From an optimization exercise on the open Yosys and OpenROAD flow, aimed at small area, a short achievable clock period and few clock cycles per item; shortcuts taken in it are not production practice. In this exercise RTL edits were held to simulation tests only and were not proved equivalent to the original.

==> flow/design.v (outline; a module is shown in full before it is edited, if it fits) <==
// module vmul_fa: 4 lines
// module vmul_ha: 4 lines
// module vmul_lane: 2127 lines
// module vector_multiplier: 39 lines
module vector_multiplier (
    input  logic         clk,
    input  logic         reset,
    input  logic         start,
    input  logic [1:0]   sew,
    input  logic         signed_mode,
    input  logic [127:0] data_in_A,
    input  logic [127:0] data_in_B,
    output logic         mult_done,
    output logic [255:0] product
);
  // ...
==> flow/run.sh <==
#!/bin/bash
# synth_recipe.tcl (not shown) runs the flow's synth.tcl, then flattens the netlist and writes it again
# the make line also repeats each setting of config.mk as NAME=value (left out here)
make -C /OpenROAD-flow-scripts/flow DESIGN_CONFIG=/design/flow/config.mk WORK_HOME=/design/flow/orfs CLKGATE_MAP_FILE= SYNTH_SCRIPT=/design/flow/synth_recipe.tcl finish
==> flow/config.mk <==
export PLATFORM = sky130hd
export DESIGN_NAME = vector_multiplier
export DESIGN_NICKNAME = vector_multiplier
export VERILOG_FILES = /design/flow/design.v
export SDC_FILE = /design/flow/constraint.sdc
export NUM_CORES = 4
export LEC_CHECK = 0
export CAP_MARGIN = 20
export CORE_MARGIN = 2
export CORE_UTILIZATION = 40
export GPL_TIMING_DRIVEN = 0
export SETUP_SLACK_MARGIN = 0.2
export SLEW_MARGIN = 20
export SYNTH_HIERARCHICAL = 1
export SYNTH_MINIMUM_KEEP_SIZE = 0
==> flow/constraint.sdc <==
create_clock -name core_clock -period 12.0 [get_ports {clk}]
set_input_delay 2.4000 -clock core_clock [delete_from_list [all_inputs] [get_ports {clk}]]
set_output_delay 2.4000 -clock core_clock [all_outputs]
set_load 0.01 [all_outputs]
==> summary.txt, run 1 <==
status complete, but fails checks; layout check faults setup timing; Non-CTS buffers 1309; critical path class in2out; Clk pin slew, worst setup/hold paths 0.07 ns; Post-Synth Simple-Gate Area 23.8%; part of the Yosys area used for sequential elements 6.78%; PnR worst setup slack -0.119 ns; maxcap violations 0; multi-input gates 6518; Hold Path End busy2$_SDFF_PN0_; global-route wire length before repair 420000 um; number of synthesized flops with an enable pin 0; clk latency of the worst-skew pair 0.66 ns; commonest cells in the netlist fa_1 (1852), nor2b_1 (960), and2_1 (928); Critical Path RT 9.60 ns; CP max-delay cell fa_1; htree depth 2; clk_skew 0.0452 ns; vias in the first global route 65098; Area contributors post-synth fa_1 (49%), nor2b_1 (7.9%), and2_1 (7.7%), ha_1 (7.2%), dfxtp_1 (6.8%); FFs w/ async S/R, synth 0%; commonest register cell after synthesis dfxtp_1; final setup violation count 7; PortBufs 518
Testbench counts, summed over its fixed seeds: cycles 6,369, items 4,800.
==> run 2: changes to the inputs <==
--- a/flow/config.mk
+++ b/flow/config.mk
@@ -8,7 +8,6 @@
 export CAP_MARGIN = 20
 export CORE_MARGIN = 2
-export CORE_UTILIZATION = 40
-export GPL_TIMING_DRIVEN = 0
-export SETUP_SLACK_MARGIN = 0.2
+export CORE_UTILIZATION = 55
+export SETUP_SLACK_MARGIN = 0.5
 export SLEW_MARGIN = 20
 export SYNTH_HIERARCHICAL = 1
==> run 2 against run 1 <==
The run now finishes clean; final area up 0.62%; critical path depth up 1; sequential cell count unchanged; first-iteration DRC count down 1.9%; critical path type unchanged.
==> summary.txt, run 2 <==
crit-path max cell delay 0.56 ns (was 0.60 ns); Hold Path End busy2$_SDFF_PN0_ (unchanged); FP Rows 136 (was 159); CTS tree done (unchanged); post-synthesis area per instance 10.6 sq um (unchanged); core area 137000 sq um (was 188000 sq um); drt first pass iters 5 (unchanged); gr ovfl total 0 (unchanged); post-route setup TNS 0 ns (was -0.697 ns); htree depth 2 (unchanged); PortBufs 518 (unchanged); most common cell after layout, fill and taps aside fa_1 (unchanged); Residual DRC 0 (unchanged); clk latency of the worst-skew pair 0.61 ns (was 0.66 ns); antenna violations before repair 23 (was 22); Worst slew margin 46.1% (was 30.5%); CP Capture Type output pin (unchanged); Least-Margin Pin Slew 0.807 ns (was 1.04 ns); Die Width 375 um (was 440 um); Post-Syn Nets 9686 (unchanged); die height 375 um (was 440 um); Biggest register r (unchanged); clk_skew 0.0213 ns (was 0.0452 ns); FF+latch count, synth 257 (unchanged); Sink Count 257 (unchanged); antenna-violating nets left 0 (unchanged); largest net degree at the start of global routing 72 (was 14); Crit Path Max Fanout 6 (was 7); most frequent cells in the layout fa_1 (1751), buf_4 (1185), nor2b_1 (937) (was fa_1 (1742), nor2b_1 (934), and2_1 (883)); max reg flops 256 (unchanged); maxcap violations 0 (unchanged); Initial Utilization 55.3% (was 40.3%); FFs w/ async S/R, synth 0% (unchanged); layout cells sized above 1 22.3% (was 19.2%); R2R setup slack 4.26 ns (was 3.95 ns); Worst Hold Class reg2reg (unchanged); Core Util, Final 70.6% (was 51.1%); die area 141000 sq um (was 193000 sq um); Starting DRT DRC Count 4089 (was 4168); Fmax 0.0855 GHz (was 0.0825 GHz); WHS 0.927 ns (was 1.10 ns); worst hold stages 1 (was 2); IO Count 519 (unchanged); Largest regs r x256, busy2 x1 (unchanged); Num CTS Buffers 39 (unchanged); Hold Path Origin busy2$_SDFF_PN0_ (unchanged); CTS root buf clkbuf_16 (unchanged); Arr. time, crit path 9.30 ns (was 9.72 ns); deepest clock path buffer count 3 (unchanged); Tmin final 11.70 ns (was 12.12 ns); DRT Wirelength 267000 um (was 281000 um); number of synthesized flops with an enable pin 0 (unchanged); Hold Vio Cnt, Final 0 (unchanged); final setup violation count 0 (was 7); part of the Yosys area used for sequential elements 6.78% (unchanged); DR WL/cell 25.4 um (was 26.2 um); Area contributors post-synth fa_1 (49%), nor2b_1 (7.9%), and2_1 (7.7%), ha_1 (7.2%), dfxtp_1 (6.8%) (unchanged); RSZ-0062 raised after global routing true (unchanged); CP max-delay cell fa_1 (unchanged); Post-Synthesis Cells 7136 (unchanged); commonest cells in the netlist fa_1 (1852), nor2b_1 (960), and2_1 (928) (unchanged); status no timing/DRC/antenna violations (was complete, but fails checks); Post-DP Area 91400 sq um (was 84800 sq um); synthesized area 75900 sq um (unchanged); Reg-to-Reg Start busy2$_SDFF_PN0_ (unchanged); Final Slew Violations 0 (unchanged); total track usage 38.3% (was 29.2%); Area growth, synth to finish 27.6% (was 26.8%); final instance area 96800 sq um (was 96200 sq um); number of distinct library cells after synthesis 57 (unchanged); Final Cycle Share 97.5% (was 101%); R2R depth 26 (was 24); nets@finish 11237 (was 10744); most common cell in the netlist fa_1 (unchanged); critical path class in2out (unchanged); Clk pin slew, worst setup/hold paths 0.07 ns (about the same); CTS Hold Bufs 0 (unchanged); Yosys top cell area share 48.9% (unchanged); detailed-route via count 60508 (was 58718); via/cell ratio 5.76 (was 5.47); global-route wire length before repair 406000 um (was 420000 um); Ys Warns 7 (unchanged); critical path launch point type input pin (unchanged); GP Congestion 0.980 (was 0.952); DP Wirelength 221000 um (was 225000 um); Critical Path RT 9.60 ns (about the same); vias in the first global route 66538 (was 65098); Synth area leader fa_1 (unchanged); commonest register cell after synthesis dfxtp_1 (unchanged); R2R Path End r[61]$_DFF_P_ (was r[254]$_DFF_P_)
[run 2: repair_timing]
item / in CTS / in global routing
pin swaps: 140 / 191
setup endpoints to repair: 163 / 155
gates cloned: 3 / 2
buffers inserted: 65 / 57
hold endpoints to repair: 0 / 0
gates resized for setup: 497 / 441
[run 2: per-stage QoR]
| stage | std cells | setup slack, ns |
|---|---|---|
| 3_5_place_dp | 10313 | -0.373 |
| 3_3_place_gp | 10313 | -0.364 |
| 2_1_floorplan | 7136 | 0.538 |
| 5_1_grt | 10509 | 0.166 |
| 6_report | 10512 | 0.303 |
| 4_1_cts | 10450 | 0.320 |
[run 2: modules after synthesis (local to each module, per instance)]
module             cells inside  cell area [sq um]  copies in the design
vmul_ha                       1               12.5                   188
vector_multiplier           260               5170                     1
vmul_lane                  1213               7900                     4
vmul_fa                       1               20.0                  1836
[run 2: cells by family (layout without fill, tap and decap cells)]
logic type	Yosys count	after routing	synth area share, %
compound gates	417	417	3.90
xor+xnor	532	532	6.14
fa+ha+maj	2288	2288	56.1
buf+inv	361	1940	1.85
flops	257	257	6.78
mux	112	112	1.48
other cells	0	3	0
simple gates	3169	3169	23.8
[run 2: layout make-up]
class / instances / area (sq um)
clock inverters: 21 / 259
repair buffers: 1802 / 15600
flip-flops and latches: 257 / 5150
fillers: 10323 / 40400
inverters: 69 / 259
well taps: 1794 / 2240
multi-input cells: 6518 / 72200
diodes: 3 / 7.51
clock buffers: 48 / 1080
[run 2: metal layers]
layer  routed length (um)  share of wire (%)  track usage (%)  vias up
met5                  208              0.078                0        -
met4                14500                5.4             17.1       34
met3                21700                8.1             7.61      661
met2               125000                 47             61.4     2614
met1               105000                 39             50.7    31284
li1                     -                  -                -    25915
[run 2: worst max-delay path by stage]
stage	start	endpoint	slack, ns
after floorplan	sew[1]	product[127]	0.54
after global placement	sew[1]	product[190]	-0.36
after detailed placement	sew[0]	product[62]	-0.37
after CTS	sew[1]	product[62]	0.32
after global routing	sew[1]	product[63]	0.17
final	sew[1]	product[191]	0.30
[run 2: worst max-delay path, delay by kind of cell]
kind | cells | cell delay, ns
AND/OR/NAND/NOR | 5 | 1.29
adder cells (fa/ha/maj) | 6 | 2.42
multiplexers | 1 | 0.15
AO/OA/AOI/OAI | 8 | 1.47
buffers and inverters | 10 | 1.52

[afterwards: timing with drivers on the ports]
The flow's constraints put no driver on any port. The routed layouts listed below were extracted and timed again, unchanged, in two steps. Step 1: set_driving_cell puts a clkbuf_16 on clk and a buf_2 on each other input, an assumption about the parent block. Step 2 adds t to the input delays and takes it off the output delays; t is the mean of the earliest and latest rising clock arrival at the registers after step 1. Input paths then give back, and output paths get back, about the clock's delay inside the block. Three values: ideal, step 1, step 2; two values: the first two.
| run | t (ns) | slack for setup (ns) | worst setup path at the end | cell pins on the clock port's net |
|---|---|---|---|---|
| run 1 | 0.712 | -0.119 / -0.157 / -0.157 | input to output | 1 |
| run 2 | 0.668 | 0.303 / 0.059 / 0.059 | input to output | 1 |
The setup slack of run 2, which loses most, moves by -0.244 ns with the drivers and by -0.244 ns with both steps.
